Context: an optimization exercise on an open-source flow, tuned for small area. The choices shown serve that exercise and are no tape-out recipe.
Function was checked by simulation only, so behaviour that the tests miss may differ from the original.
No driver is modelled on the clock port, so clock power and skew are understated where the tree is cut down; a real chip needs a root buffer or a tree.
No activity file was given, so power comes from the tool's default toggle rates.

wip/sierra:
## main
module main(
    input clk,
    input rst,
    input [1:0] state_input,
    input secset,
    input minset,
    input hourset,
    input [5:0] timenum,
    output [7:0] seg,
    output [7:0] an
    );
Size: ~300 cells after synthesis, roughly 29 I/O pins, about 2800 um^2 of cells after synthesis.
Settings: LEC_CHECK=0, ABC_AREA=1, CAP_MARGIN=20, CORE_MARGIN=2, CORE_UTILIZATION=70, SLEW_MARGIN=20; clock period 10.0 ns.
standard.sh (not shown) runs the stock make flow with config.mk's settings and CLKGATE_MAP_FILE= SYNTH_SCRIPT=/design/flow/synth_recipe.tcl, a recipe that flattens the netlist after the stock synthesis.
==> flow/flow/run.sh <==
#!/bin/bash
# The standard layout (standard.sh) with these changes:
#  - synthesis is synth_recipe.tcl unchanged except that ABC maps the logic
#    with flow/area.abc (an area-only script) instead of ORFS's script
#    (my_synth.tcl), and adders are left to ABC instead of being mapped to
#    half/full adder cells first (ADDER_MAP_FILE empty); registers are
#    mapped by the same dfflibmap step, so they are the same;
#  - port buffers use the smallest buffer (buf_1), and the constant outputs
#    share one tie cell (SKIP_REPAIR_TIE_FANOUT);
#  - the clock tree is one level of buffers fed by the clock port (cts_hook.tcl).
# Every tool's output goes to standard.log (and ORFS's own logs under orfs/logs).
set -euo pipefail
WORK="$(cd "$(dirname "$0")/.." && pwd)"
cd "$WORK"
export FLOW_SYNTH_TCL="$WORK/synth_recipe.tcl"
export MY_ABC_SCRIPT="$WORK/flow/area.abc"
export ADDER_MAP_FILE=
export SKIP_REPAIR_TIE_FANOUT=1
export BUFFER_PORTS_ARGS="-buffer_cell sky130_fd_sc_hd__buf_1"
export PRE_CTS_TCL="$WORK/flow/cts_hook.tcl"
export CTS_LEAVES=2
export CTS_LEAF_BUF=sky130_fd_sc_hd__clkbuf_16
sed "s#SYNTH_SCRIPT=[^ ]*#SYNTH_SCRIPT=$WORK/flow/my_synth.tcl#" standard.sh > my_standard.sh
grep -q "SYNTH_SCRIPT=$WORK/flow/my_synth.tcl" my_standard.sh
bash my_standard.sh > standard.log 2>&1
==> flow/flow/cts_hook.tcl <==
# Replaces clock tree synthesis with one level of clock buffers: the register
# clock pins are split into CTS_LEAVES groups of nearby registers (recursive
# halving along the longer side), each group gets one buffer at its centre,
# and the clock port drives those buffers directly. Every register is one
# buffer away from the clock port.
proc split_groups {pins k} {
  if {$k <= 1 || [llength $pins] < 2} { return [list $pins] }
  set xs {}; set ys {}
  foreach p $pins { lappend xs [lindex $p 1]; lappend ys [lindex $p 2] }
  set dx [expr {[tcl::mathfunc::max {*}$xs] - [tcl::mathfunc::min {*}$xs]}]
  set dy [expr {[tcl::mathfunc::max {*}$ys] - [tcl::mathfunc::min {*}$ys]}]
  set idx [expr {$dx >= $dy ? 1 : 2}]
  set sorted [lsort -real -index $idx $pins]
  set k1 [expr {$k / 2}]
  set n1 [expr {int(round([llength $pins] * double($k1) / $k))}]
  return [concat [split_groups [lrange $sorted 0 [expr {$n1 - 1}]] $k1] \
                 [split_groups [lrange $sorted $n1 end] [expr {$k - $k1}]]]
}
proc clock_tree_synthesis {args} {
  set block [ord::get_db_block]
  set dbu [$block getDbUnitsPerMicron]
  set clk_net [$block findNet clk]
  set pins {}
  foreach pin [get_pins -of_objects [get_nets clk]] {
    if {[get_property $pin direction] != "input"} { continue }
    set inst [[sta::sta_to_db_pin $pin] getInst]
    set bb [$inst getBBox]
    set x [expr {([$bb xMin] + [$bb xMax]) / 2.0 / $dbu}]
    set y [expr {([$bb yMin] + [$bb yMax]) / 2.0 / $dbu}]
    lappend pins [list $pin $x $y]
  }
  set k $::env(CTS_LEAVES)
  set g 0
  foreach grp [split_groups $pins $k] {
    set sx 0; set sy 0; set names {}
    foreach p $grp {
      lappend names [lindex $p 0]
      set sx [expr {$sx + [lindex $p 1]}]
      set sy [expr {$sy + [lindex $p 2]}]
    }
    set n [llength $grp]
    set x [expr {$sx / $n}]
    set y [expr {$sy / $n}]
    puts "cts_hook: group $g: $n clock pins, buffer at ($x, $y)"
    insert_buffer -buffer_cell $::env(CTS_LEAF_BUF) -net clk \
      -load_pins $names -location [list $x $y] \
      -buffer_name clkbuf_leaf_$g -net_name clknet_leaf_$g
    incr g
  }
  foreach inst [$block getInsts] {
    if {[[$inst getMaster] getName] == $::env(CTS_LEAF_BUF)} {
      foreach it [$inst getITerms] {
        set net [$it getNet]
        if {$net != "NULL" && [$it isOutputSignal]} { $net setSigType CLOCK }
      }
    }
  }
  $clk_net setSigType CLOCK
}
Other scripts of this flow, unchanged in this note and not shown: flow/flow/area.abc, flow/flow/my_synth.tcl
wip/sierra: flow completed, timing, DRC and antenna clean
The inputs of wip/quartz differ from those of wip/sierra as listed below.
-- flow/flow/run.sh --
<<< wip/sierra, line 21
export CTS_LEAVES=2
export CTS_LEAF_BUF=sky130_fd_sc_hd__clkbuf_16
>>> wip/quartz, line 21
export CTS_LEAVES=4
export CTS_LEAF_BUF=sky130_fd_sc_hd__clkbuf_8
Comparing wip/sierra and wip/quartz, the lower worst-case register-to-register setup slack was measured on wip/quartz.
Global-route wire length before repair: wip/quartz vs wip/sierra — no meaningful difference
Looking at wip/sierra and wip/quartz, the utilization after layout is a wash.
Clock network power share (wip/quartz over wip/sierra): decrease, 0.4 points
Global routing met2 resource utilization across wip/sierra and wip/quartz: no real change.
| routed wirelength normalized by instance count | lower: wip/quartz |
wip/quartz vs wip/sierra: synthesis-to-finish area growth up
Diff wip/sierra and wip/quartz: ratio of cells with drive above 1 in the final layout higher in wip/quartz
In every run of this note, the design's own scripts or RTL, not TritonCTS, make the clock network.

========
Setup of build 81:
The RTL this note starts from:
==> flow/design.v <==
`timescale 1ns / 1ps
module main(
    input clk,
    input rst,
    input [1:0] state_input,
    input secset,
    input minset,
    input hourset,
    input [5:0] timenum,
    output [7:0] seg,
    output [7:0] an
    );
localparam [16:0] d1_P = 17'b00110010010100100;
localparam [16:0] d1_R = 17'b00111100010100011;    
localparam [16:0] d1_X = 17'b00111111111010110;    
localparam [16:0] d1_M = 17'b11111111011111011;    
reg [16:0] d1_q;
wire [16:0] d1 = d1_q ^ d1_P;
wire tick_s = (d1 & d1_M) == (d1_X & d1_M);
wire [16:0] d1_n = {d1[15:0], d1[16] ^ d1[2]} ^ (tick_s ? 17'd8 : 17'd0);
localparam [16:0] d1_F = 17'b01010110111101101;    
always @(posedge clk)
    d1_q <= rst ? (((d1_R ^ d1_P) & d1_F) | ({d1_q[15:0], 1'b0} & ~d1_F))
               : (d1_n ^ d1_P);
localparam [6:0] d2_P = 7'b1100100;
localparam [6:0] d2_R = 7'b0011011;    
localparam [6:0] d2_X = 7'b1100001;    
localparam [6:0] d2_M = 7'b1111101;    
reg [6:0] d2_q;
wire [6:0] d2 = d2_q ^ d2_P;
wire step = (d2 & d2_M) == (d2_X & d2_M);
wire [6:0] d2_n = {d2[5:0], d2[6] ^ d2[2]} ^ (step ? 7'd8 : 7'd0);
localparam [6:0] d2_F = 7'b0101101;    
always @(posedge clk)
    d2_q <= rst ? (((d2_R ^ d2_P) & d2_F) | ({d2_q[5:0], 1'b0} & ~d2_F))
               : (d2_n ^ d2_P);
wire run  = state_input == 2'b00;
wire setm = state_input[0] ^ state_input[1];
wire ldm  = state_input == 2'b11;
wire [5:0] num0 = timenum & {6{~rst}};
wire tick_m, tick_h;
reg [5:0] sec, sec_reg;
always @(posedge clk)
    if (rst || (setm && secset && !tick_s)) sec_reg <= num0;
wire sec_up = tick_s & run;                        
wire sec_ld = ~tick_s & ldm & secset & ~rst;          
wire sec_wrap = sec == 6'd59;
wire sec_clr = rst | sec_ld | (sec_up & sec_wrap);
wire [5:0] sec_c;                                   
assign sec_c[0] = sec_up;
assign sec_c[1] = sec_c[0] & sec[0];
assign sec_c[2] = sec_c[1] & sec[1];
assign sec_c[3] = sec_c[2] & sec[2];
assign sec_c[4] = sec_c[3] & sec[3];
assign sec_c[5] = sec_c[4] & sec[4];
always @(posedge clk)
    sec <= (sec_reg & {6{sec_ld}}) | ({6{~sec_clr}} & (sec ^ sec_c));
reg sec60sig;
always @(posedge clk)
    sec60sig <= ~rst & (sec_up ? sec_wrap : sec60sig);
reg [5:0] min, min_reg;
always @(posedge clk)
    if (rst || (setm && minset && !tick_m)) min_reg <= num0;
wire min_up = tick_m & run;                        
wire min_ld = ~tick_m & ldm & minset & ~rst;          
wire min_wrap = min == 6'd59;
wire min_clr = rst | min_ld | (min_up & min_wrap);
wire [5:0] min_c;                                   
assign min_c[0] = min_up;
assign min_c[1] = min_c[0] & min[0];
assign min_c[2] = min_c[1] & min[1];
assign min_c[3] = min_c[2] & min[2];
assign min_c[4] = min_c[3] & min[3];
assign min_c[5] = min_c[4] & min[4];
always @(posedge clk)
    min <= (min_reg & {6{min_ld}}) | ({6{~min_clr}} & (min ^ min_c));
reg min60sig;
always @(posedge clk)
    min60sig <= ~rst & (min_up ? min_wrap : min60sig);
reg [5:0] hour, hour_reg;
always @(posedge clk)
    if (rst || (setm && hourset && !tick_h)) hour_reg <= num0;
wire hour_up = tick_h & run;                        
wire hour_ld = ~tick_h & ldm & hourset & ~rst;          
wire hour_wrap = hour == 6'd23;
wire hour_clr = rst | hour_ld | (hour_up & hour_wrap);
wire [5:0] hour_c;                                   
assign hour_c[0] = hour_up;
assign hour_c[1] = hour_c[0] & hour[0];
assign hour_c[2] = hour_c[1] & hour[1];
assign hour_c[3] = hour_c[2] & hour[2];
assign hour_c[4] = hour_c[3] & hour[3];
assign hour_c[5] = hour_c[4] & hour[4];
always @(posedge clk)
    hour <= (hour_reg & {6{hour_ld}}) | ({6{~hour_clr}} & (hour ^ hour_c));
reg s_now, s_before, m_now, m_before;
always @(posedge clk) begin
    s_now <= sec60sig;
    s_before <= s_now;
    m_now <= min60sig;
    m_before <= m_now;
end
assign tick_m = s_now & ~s_before;
assign tick_h = m_now & ~m_before;
reg [2:0] sc;
reg [3:0] Q;
wire [2:0] k = (sc == 3'd6) ? 3'd0 : sc;       
wire [5:0] v = (k[2:1] == 2'd0) ? sec : (k[2:1] == 2'd1) ? min : hour;
wire [2:0] H = (v > 49) ? 3'd5 : (v > 39) ? 3'd4 : (v > 29) ? 3'd3 :
               (v > 19) ? 3'd2 : (v > 9) ? 3'd1 : 3'd0;
wire [5:0] Lw = v - H * 4'd10;
wire [3:0] dig = k[0] ? {1'b0, H} : Lw[3:0];
always @(posedge clk, posedge rst)
    if (rst) begin
        sc <= 3'd0;
        Q <= 4'hF;
    end else if (step) begin
        sc <= k + 3'd1;
        Q <= dig;
    end
assign an[7:6] = 2'b11;
genvar i;
generate for (i = 0; i < 6; i = i + 1) begin : g_an
    assign an[i] = sc != (i + 1);
end endgenerate
reg [6:0] sg;
always @* begin
    case (Q)
        4'd0: sg = 7'h40;
        4'd1: sg = 7'h79;
        4'd2: sg = 7'h24;
        4'd3: sg = 7'h30;
        4'd4: sg = 7'h19;
        4'd5: sg = 7'h12;
        4'd6: sg = 7'h02;
        4'd7: sg = 7'h78;
        4'd8: sg = 7'h00;
        4'd9: sg = 7'h10;
        default: sg = 7'h7F;
    endcase
end
assign seg = {1'b1, sg};
endmodule
clock: 10.0 ns
lec_check: 0
abc_area: 1
cap_margin: 20
core_margin: 2
core_utilization: 70
slew_margin: 20
==> flow/flow/run.sh <==
#!/bin/bash
# The standard layout (standard.sh) with three changes:
#  - synthesis is synth_recipe.tcl unchanged except that ABC maps the logic
#    with flow/area.abc (an area-only script) instead of ORFS's script
#    (my_synth.tcl), and adders are left to ABC instead of being mapped to
#    half/full adder cells first (ADDER_MAP_FILE empty); registers are
#    mapped by the same dfflibmap step, so they are the same;
#  - port buffers use the smallest buffer (buf_1);
#  - the clock tree is one level of buffers fed by the clock port (cts_hook.tcl).
# Every tool's output goes to standard.log (and ORFS's own logs under orfs/logs).
set -euo pipefail
WORK="$(cd "$(dirname "$0")/.." && pwd)"
cd "$WORK"
export FLOW_SYNTH_TCL="$WORK/synth_recipe.tcl"
export MY_ABC_SCRIPT="$WORK/flow/area.abc"
export ADDER_MAP_FILE=
export BUFFER_PORTS_ARGS="-buffer_cell sky130_fd_sc_hd__buf_1"
export PRE_CTS_TCL="$WORK/flow/cts_hook.tcl"
export CTS_LEAVES=4
export CTS_LEAF_BUF=sky130_fd_sc_hd__clkbuf_8
sed "s#SYNTH_SCRIPT=[^ ]*#SYNTH_SCRIPT=$WORK/flow/my_synth.tcl#" standard.sh > my_standard.sh
grep -q "SYNTH_SCRIPT=$WORK/flow/my_synth.tcl" my_standard.sh
bash my_standard.sh > standard.log 2>&1
==> flow/flow/area.abc <==
strash
ifraig
scorr
dc2
strash
dch -f
amap
topo
==> flow/flow/my_synth.tcl <==
# The standard synthesis (synth_recipe.tcl, unchanged) with one change: the
# ABC technology mapping uses the script in $::env(MY_ABC_SCRIPT) instead of
# ORFS's abc_area.script. Registers are mapped before ABC runs, so their
# count, names and cell types are those of the standard synthesis.
proc abc {args} {
  set i [lsearch -exact $args -script]
  if {$i >= 0} { lset args [expr {$i + 1}] $::env(MY_ABC_SCRIPT) }
  puts "my_synth: abc $args"
  yosys abc {*}$args
}
source $::env(FLOW_SYNTH_TCL)
Scripts as last shown in full above: flow/flow/cts_hook.tcl
Build 81 ran to completion and came out clean on the timing, design-rule and antenna checks.
Input-level comparison between build 39 and build 81:
diff --git a/flow/flow/run.sh b/flow/flow/run.sh
--- a/flow/flow/run.sh
+++ b/flow/flow/run.sh
@@ -4,5 +4,3 @@
 #    with flow/area.abc (an area-only script) instead of ORFS's script
-#    (my_synth.tcl), and adders are left to ABC instead of being mapped to
-#    half/full adder cells first (ADDER_MAP_FILE empty); registers are
-#    mapped by the same dfflibmap step, so they are the same;
+#    (my_synth.tcl); registers are mapped before ABC, so they are the same;
 #  - port buffers use the smallest buffer (buf_1);
@@ -15,3 +13,2 @@
 export MY_ABC_SCRIPT="$WORK/flow/area.abc"
-export ADDER_MAP_FILE=
 export BUFFER_PORTS_ARGS="-buffer_cell sky130_fd_sc_hd__buf_1"
@@ -19,3 +16,3 @@
 export CTS_LEAVES=4
-export CTS_LEAF_BUF=sky130_fd_sc_hd__clkbuf_8
+export CTS_LEAF_BUF=sky130_fd_sc_hd__clkbuf_16
 sed "s#SYNTH_SCRIPT=[^ ]*#SYNTH_SCRIPT=$WORK/flow/my_synth.tcl#" standard.sh > my_standard.sh
==> flow/flow/area.abc <==
strash
dc2
dch -f
amap
topo
diff --git a/flow/config.mk b/flow/config.mk
--- a/flow/config.mk
+++ b/flow/config.mk
@@ -10,3 +10,3 @@
 export CORE_MARGIN = 2
-export CORE_UTILIZATION = 70
+export CORE_UTILIZATION = 40
 export SLEW_MARGIN = 20
[summary]
- Routed wire length: build 39 vs build 81, no meaningful difference
- [compare] base=build 81 new=build 39: pre-CTS setup slack fell by 0.18 ns, first-pass GRT wire length rose by about 11%, critical path data arrival time rose by 0.19 ns, clock transition at the registers of the reported paths fell by 0.03 ns.
- Proportion of total power due to net switching on build 39 is up relative to build 81.
- Summary of build 39 over build 81: layout multi-input combinational cell count fell by 2; number of global-route vias before repair rose by about 3.3%; power rose by about 18%; post-synthesis compound-gate area fraction fell by 3.9 points.
- Die: build 39 bigger than build 81
[inputs] build 63 vs build 39
diff --git a/flow/flow/run.sh b/flow/flow/run.sh
--- a/flow/flow/run.sh
+++ b/flow/flow/run.sh
@@ -16,3 +16,3 @@
 export CTS_LEAVES=4
-export CTS_LEAF_BUF=sky130_fd_sc_hd__clkbuf_16
+export CTS_LEAF_BUF=sky130_fd_sc_hd__clkbuf_8
 sed "s#SYNTH_SCRIPT=[^ ]*#SYNTH_SCRIPT=$WORK/flow/my_synth.tcl#" standard.sh > my_standard.sh
diff --git a/flow/config.mk b/flow/config.mk
--- a/flow/config.mk
+++ b/flow/config.mk
@@ -10,3 +10,3 @@
 export CORE_MARGIN = 2
-export CORE_UTILIZATION = 40
+export CORE_UTILIZATION = 70
 export SLEW_MARGIN = 20
==> comparison <==
Going from build 39 to build 63, aggregate routed wire length dropped 210 um; combinational share of power rose 1.2 points; global-route wire length before repair went down by 350 um; measured slew at the worst slew-check pin down 0.018 ns.
Build 63 ends up with lower horizontal die dimension than build 39 does.
Build 39 has a higher area overhead of the layout relative to synthesis than build 63.
Looking at area enclosed by the die boundary across build 63 and build 39, the one that comes out higher is build 39.
The clock slew seen by the registers of the worst setup and hold paths reported for build 63 is greater than that of build 39 by 0.03 ns.
The standard cells in build 63 occupy less silicon area than those in build 39 do.
Overall power consumption improves in build 63 relative to build 39.
There was hardly any difference in combinational power between build 63 and build 39.
No run of this note takes its clock network from TritonCTS; it comes from the design's own scripts or RTL.

[what the ideal ports hide]
No port has a modelled driver above. Below, the same layouts with a new extraction and two added sets of constraints.
Step 1 (the two cells are an assumption about what drives the block):
set clk [get_ports {clk}]
set_driving_cell -lib_cell sky130_fd_sc_hd__clkbuf_16 $clk
set_driving_cell -lib_cell sky130_fd_sc_hd__buf_2 [delete_from_list [all_inputs] $clk]
Step 2 moves the port delays by t, midway between the first and last clock arrival at a register: inputs arrive t later, outputs are due t later. That takes back most of the time a late clock gives input paths.
Slacks: ideal / step 1 / step 2; pairs: ideal / step 1.
run	t, ns	setup WS [ns]	slew at the worst register clock pin (ns)	cell pins on the clock port's net
wip/sierra	0.224	5.824 / 5.842 / 5.618	0.12 / 0.12	2
wip/quartz	0.212	5.791 / 5.822 / 5.610	0.11 / 0.11	4
build 81	0.214	5.779 / 5.808 / 5.593	0.11 / 0.11	4
build 39	0.209	5.563 / 5.608 / 5.398	0.08 / 0.08	4
build 63	0.211	5.704 / 5.731 / 5.519	0.11 / 0.11	4
After both steps setup and hold are still met in every run listed. For wip/sierra, which loses most, drivers alone change the setup slack by +0.018 ns; drivers and shift together by -0.206 ns.
